This is an optimization exercise on Yosys and OpenROAD, whose aim is small area, not a production implementation.
Function was checked by simulation only, so behaviour that the tests miss may differ from the original.
Power is estimated from default activity; no workload was simulated.

Setup of trial 6:
==> flow/design.v <==
module myModule(readerClockActive, C, D, V, clock, rst, three, faultLED, rstLED, doneLED);
        output wire rstLED;
        input wire clock;
        input wire rst;
        input wire D;
        output wire V;
        output wire readerClockActive;
        output wire C;
        output wire three;
        output wire faultLED;
        output wire doneLED;
        localparam [3:0]  M_INV  = 4'b1010;
        localparam [2:0]  A3_INV = 3'b010;
        localparam [3:0]  B_INV  = 4'b0000;
        localparam [2:0]  CNT_INV = 3'b000;
        localparam [1:0]  N1_INV = 2'b00;
        localparam [1:0]  N0_INV = 2'b00;
        localparam [2:0]  N_INV  = 3'b000;
        localparam [11:0] K_INV  = 12'b101010101010;
        localparam [11:0] HD_INV = 12'b010101010101;
        localparam [9:0]  LO_INV = 10'b1010101010;
        localparam [12:0] F_INV  = 13'b0000000010000;    
        reg [3:0]  m;
        reg [2:0]  a;
        reg [3:0]  b;
        reg [2:0]  cnt;
        reg [1:0]  nOne, nZero;
        reg [2:0]  n;
        reg [11:0] K;
        reg [11:0] hd;
        reg [9:0]  lo;
        reg [10:0] f;
        wire [3:0]  mT = m ^ M_INV;
        wire [2:0]  aT = a ^ A3_INV;
        wire [3:0]  bT = b ^ B_INV;
        wire [2:0]  cntT = cnt ^ CNT_INV;
        wire [1:0]  nOneT = nOne ^ N1_INV;
        wire [1:0]  nZeroT = nZero ^ N0_INV;
        wire [2:0]  nT = n ^ N_INV;
        wire [11:0] KT  = K ^ K_INV;
        wire [11:0] hdT = hd ^ HD_INV;
        wire [9:0]  loT = lo ^ LO_INV;
        wire [10:0] fT = f ^ F_INV[10:0];
        wire p = fT[0], pol = fT[1], A = fT[2], threeT = fT[3], hBA = fT[4], firstTime = fT[5];
        wire prevRST = fT[6], rstLEDT = fT[7], faultLEDT = fT[8], doneLEDT = fT[9], P = fT[10];
        assign readerClockActive = A;
        assign three = threeT;
        assign rstLED = rstLEDT;
        assign faultLED = faultLEDT;
        assign doneLED = doneLEDT;
        wire winEnd = (mT == 4'b1111) && (aT[0] & aT[2]) && (!bT[1] & !bT[2]);
        wire same   = (D == pol);
        wire blk    = cntT[0] & cntT[2];
        wire active = nOneT[1] & !nOneT[0] & nZeroT[1] & !nZeroT[0];
        wire tc3    = A & !nT[0] & !nT[2];
        wire td5    = nT[0] & nT[1] & nT[2];
        assign V    = !(nT[2] & !nT[1]);
        wire hdE    = (hdT == 12'b0);
        wire inWin  = hdE && (faultLEDT ? !(!loT[0] & loT[1] & !loT[4] & loT[7] & loT[9]) : !P);
        wire wrap   = (loT == 10'b1010110010);
        wire inc    = !prevRST && rstLEDT && firstTime;
        assign C = V & (faultLEDT ? ((!mT[2] & !mT[3]) | (!mT[0] & mT[2]) | (!mT[1] & mT[2] & !p) | (mT[1] & mT[2] & mT[3] & p))
                                  : ((mT[0] & mT[2]) | (mT[1] & mT[3])));
        wire [3:0] mN = rst ? 4'd14 : {mT[2:0], (mT[0] & !mT[3]) | (!mT[0] & mT[3]) | (mT[0] & !mT[1] & mT[2])};
        wire [2:0] aN = rst ? 3'd2 : {aT[1:0], (!aT[1] & !aT[2]) | (aT[1] & aT[2])};
        wire [3:0] bN = rst ? 4'd3 : {bT[2:0], (bT[0] & !bT[3]) | (!bT[1] & !bT[2]) | (!bT[0] & bT[3])};
        wire [2:0] cntN = rst ? 3'b001 : {!(blk | (cntT[0] & cntT[1] & same) | (cntT[2] & same)), !blk, blk | (!cntT[0] & same)};
        wire [1:0] nOneN = (rst || winEnd) ? 2'b00 : (blk & pol) ? {nOneT[1] | nOneT[0], !nOneT[1]} : nOneT;
        wire [1:0] nZeroN = (rst || winEnd) ? 2'b00 : (blk & !pol) ? {nZeroT[1] | nZeroT[0], !nZeroT[1]} : nZeroT;
        wire AN = rst ? 1'b0 : winEnd ? active : A;
        wire [2:0] nN = rst ? 3'b101 :
                        winEnd ? {(nT[0] & !A & !active) | (nT[0] & A & active),
                                  !((!nT[0] & !nT[1]) | (A & !active) | (!A & active)),
                                  (!nT[0] & !nT[2] & !A) | (nT[0] & nT[1]) | (A & !active) | (!A & active)} :
                        !V ? 3'b000 : nT;
        wire [11:0] KN = rst ? 12'b000000010100 : inc ? {KT[10:0], ~(KT[11] ^ KT[0] ^ KT[3] ^ KT[5])} : KT;
        wire [9:0] loN = (!hBA || wrap) ? 10'd0 : {loT[8:0], ~(loT[9] ^ loT[6])};
        wire [10:0] fN;
        assign fN[0]  = !rst && !p;
        assign fN[1]  = D;
        assign fN[2]  = AN;
        assign fN[3]  = !rst && tc3;
        assign fN[4]  = !rst && !td5 && (tc3 || hBA);
        assign fN[5]  = !rst && (firstTime || tc3);
        assign fN[6]  = rstLEDT;
        assign fN[7]  = !rst && (td5 || (rstLEDT && !inWin));
        assign fN[8]  = !rst && inWin;
        assign fN[9]  = !rst && (doneLEDT || (!KT[1] & !KT[4] & KT[6]));
        assign fN[10] = rst || (hBA && (P || faultLEDT));
        always @(posedge clock) begin
                m <= mN ^ M_INV;
                a <= aN ^ A3_INV;
                b <= bN ^ B_INV;
                cnt <= cntN ^ CNT_INV;
                nOne <= nOneN ^ N1_INV;
                nZero <= nZeroN ^ N0_INV;
                n <= nN ^ N_INV;
                K <= KN ^ K_INV;
                if (!hBA) hd <= KT ^ HD_INV;
                else if (wrap) hd <= {~(hdT[0] ^ hdT[1] ^ hdT[4] ^ hdT[6]), hdT[11:1]} ^ HD_INV;
                lo <= loN ^ LO_INV;
                f <= fN ^ F_INV[10:0];
        end
endmodule
==> flow/config.mk <==
export PLATFORM = sky130hd
export DESIGN_NAME = myModule
export DESIGN_NICKNAME = myModule
export VERILOG_FILES = /design/flow/design.v
export SDC_FILE = /design/flow/constraint.sdc
export NUM_CORES = 4
export LEC_CHECK = 0
export CAP_MARGIN = 20
export CORE_MARGIN = 2
export CORE_UTILIZATION = 40
export SLEW_MARGIN = 20
==> flow/constraint.sdc <==
create_clock -name core_clock -period 5.0 [get_ports {clock}]
set_input_delay 1.0000 -clock core_clock [delete_from_list [all_inputs] [get_ports {clock}]]
set_output_delay 1.0000 -clock core_clock [all_outputs]
set_load 0.01 [all_outputs]
standard.sh (not shown) runs the stock make flow with config.mk's settings and CLKGATE_MAP_FILE= SYNTH_SCRIPT=/design/flow/synth_recipe.tcl, a recipe that flattens the netlist after the stock synthesis.
==> flow/flow/run.sh <==
#!/bin/bash
# Layout flow: the standard ORFS flow (standard.sh) with these changes:
#  - synthesis: the standard script, except that the final ABC technology
#    mapping uses an area-oriented script (flow/area.abc) instead of ORFS's
#    speed script; every step before it, so every register, is unchanged;
#  - port buffers use the smallest buffer cell;
#  - a clock tree of clkbuf_4 buffers, without dummy loads;
#  - power recovery (downsizing of non-critical gates) after global routing.
# make's full output goes to standard.log; ORFS's per-step logs are under orfs/logs.
set -o pipefail
HERE=$(pwd)
{
  echo 'proc abc {args} { set i [lsearch -exact $args -script]; if {$i >= 0} { lset args [expr {$i+1}] $::env(MY_ABC_SCRIPT) }; yosys abc {*}$args }'
  cat synth_recipe.tcl
} > my_synth.tcl
export MY_ABC_SCRIPT=$HERE/flow/area.abc
bash standard.sh finish \
  SYNTH_SCRIPT=$HERE/my_synth.tcl \
  BUFFER_PORTS_ARGS="-buffer_cell sky130_fd_sc_hd__buf_1" \
  CTS_ARGS="-sink_clustering_enable -buf_list sky130_fd_sc_hd__clkbuf_4 -root_buf sky130_fd_sc_hd__clkbuf_4 -tree_buf sky130_fd_sc_hd__clkbuf_4 -sink_clustering_buffer sky130_fd_sc_hd__clkbuf_4 -dont_use_dummy_load -repair_clock_nets" \
  RECOVER_POWER=100 \
  > standard.log 2>&1
==> flow/flow/area.abc <==
&get -n
&st
&syn2
&dch -f
&nf -a -R 1000
&put
strash
dch -f
amap
Here is what was changed in the inputs of build 34 compared with trial 6.
--- a/flow/design.v
+++ b/flow/design.v
@@ -52,9 +52,9 @@
         wire same   = (D == pol);
         wire blk    = cntT[0] & cntT[2];
         wire active = nOneT[1] & !nOneT[0] & nZeroT[1] & !nZeroT[0];
-        wire tc3    = A & !nT[0] & !nT[2];
-        wire td5    = nT[0] & nT[1] & nT[2];
-        assign V    = !(nT[2] & !nT[1]);
+        wire tc3    = (nT[2] & A);
+        wire td5    = (!nT[0] & !nT[1] & !nT[2]);
+        assign V    = !((!nT[0] & nT[2]));
         wire hdE    = (hdT == 12'b0);
         wire inWin  = hdE && (faultLEDT ? !(!loT[0] & loT[1] & !loT[4] & loT[7] & loT[9]) : !P);
         wire wrap   = (loT == 10'b1010110010);
@@ -68,11 +68,7 @@
         wire [1:0] nOneN = (rst || winEnd) ? 2'b00 : (blk & pol) ? {nOneT[1] | nOneT[0], !nOneT[1]} : nOneT;
         wire [1:0] nZeroN = (rst || winEnd) ? 2'b00 : (blk & !pol) ? {nZeroT[1] | nZeroT[0], !nZeroT[1]} : nZeroT;
         wire AN = rst ? 1'b0 : winEnd ? active : A;
-        wire [2:0] nN = rst ? 3'b101 :
-                        winEnd ? {(nT[0] & !A & !active) | (nT[0] & A & active),
-                                  !((!nT[0] & !nT[1]) | (A & !active) | (!A & active)),
-                                  (!nT[0] & !nT[2] & !A) | (nT[0] & nT[1]) | (A & !active) | (!A & active)} :
-                        !V ? 3'b000 : nT;
+        wire [2:0] nN = rst ? 3'd4 : winEnd ? {(nT[0] & nT[1] & !A & !active) | (nT[0] & A & active), !((!nT[0] & !nT[1] & !active) | (nT[2] & !A & !active)), (nT[1] & !A & !active) | (A & active)} : !V ? 3'd1 : nT;
         wire [11:0] KN = rst ? 12'b000000010100 : inc ? {KT[10:0], ~(KT[11] ^ KT[0] ^ KT[3] ^ KT[5])} : KT;
         wire [9:0] loN = (!hBA || wrap) ? 10'd0 : {loT[8:0], ~(loT[9] ^ loT[6])};
         wire [10:0] fN;
Compared with trial 6, build 34 shows a mean instance size in the synthesized netlist that is 0.30% higher. Total power: higher on build 34. The first-pass GRT wire length in build 34 sits 190 um above the value recorded for trial 6. Compared to trial 6, build 34 has worst-case setup margin in the final layout 0.035 ns higher. Taking trial 6 as the reference, in build 34 count of buffering cells on the critical path with inverters included decreased by 2 relative to the old numbers, number of multi-input combinational cells in the layout increased about 0.8%, minimum hold slack climbed 0.028 ns. On cell area, trial 6 loses to build 34. | cell count of the worst hold path | build 34 vs trial 6 | 1 higher |. Type of the setup path with the least slack = flip-flop to output pin: build 34; type of the setup path with the least slack = flip-flop to flip-flop: trial 6. Taking trial 6 as the reference, in build 34 minimum clock period lower, number of distinct standard cells referenced by the synthesized netlist higher.

static timing again, ports no longer ideal:
In the flow no input, the clock included, has a driving cell. The finished layouts below were timed again as built, in two steps. Step 1 sets driving cells, clkbuf_16 on the clock port and buf_2 on the other inputs (assumed; they add their load-dependent delay and slew). Step 2, shift: input delay + t, output delay - t, t = (earliest + latest rising clock arrival at the registers) / 2. This alone moves slack from input paths to output paths. a / b / c = ideal / step 1 / step 2; a / b = the first two.
run | shift t [ns] | slack for setup (ns) | slew at the worst register clock pin (ns) | worst data-port slew with drivers (ns)
trial 6 | 0.408 | 2.309 / 2.309 / 2.120 | 0.10 / 0.10 | 0.03
build 34 | 0.415 | 2.344 / 2.316 / 2.129 | 0.10 / 0.10 | 0.03
After both steps setup and hold are still met in every run listed. The setup slack of build 34, which loses most, moves by -0.028 ns with the drivers and by -0.215 ns with both steps.
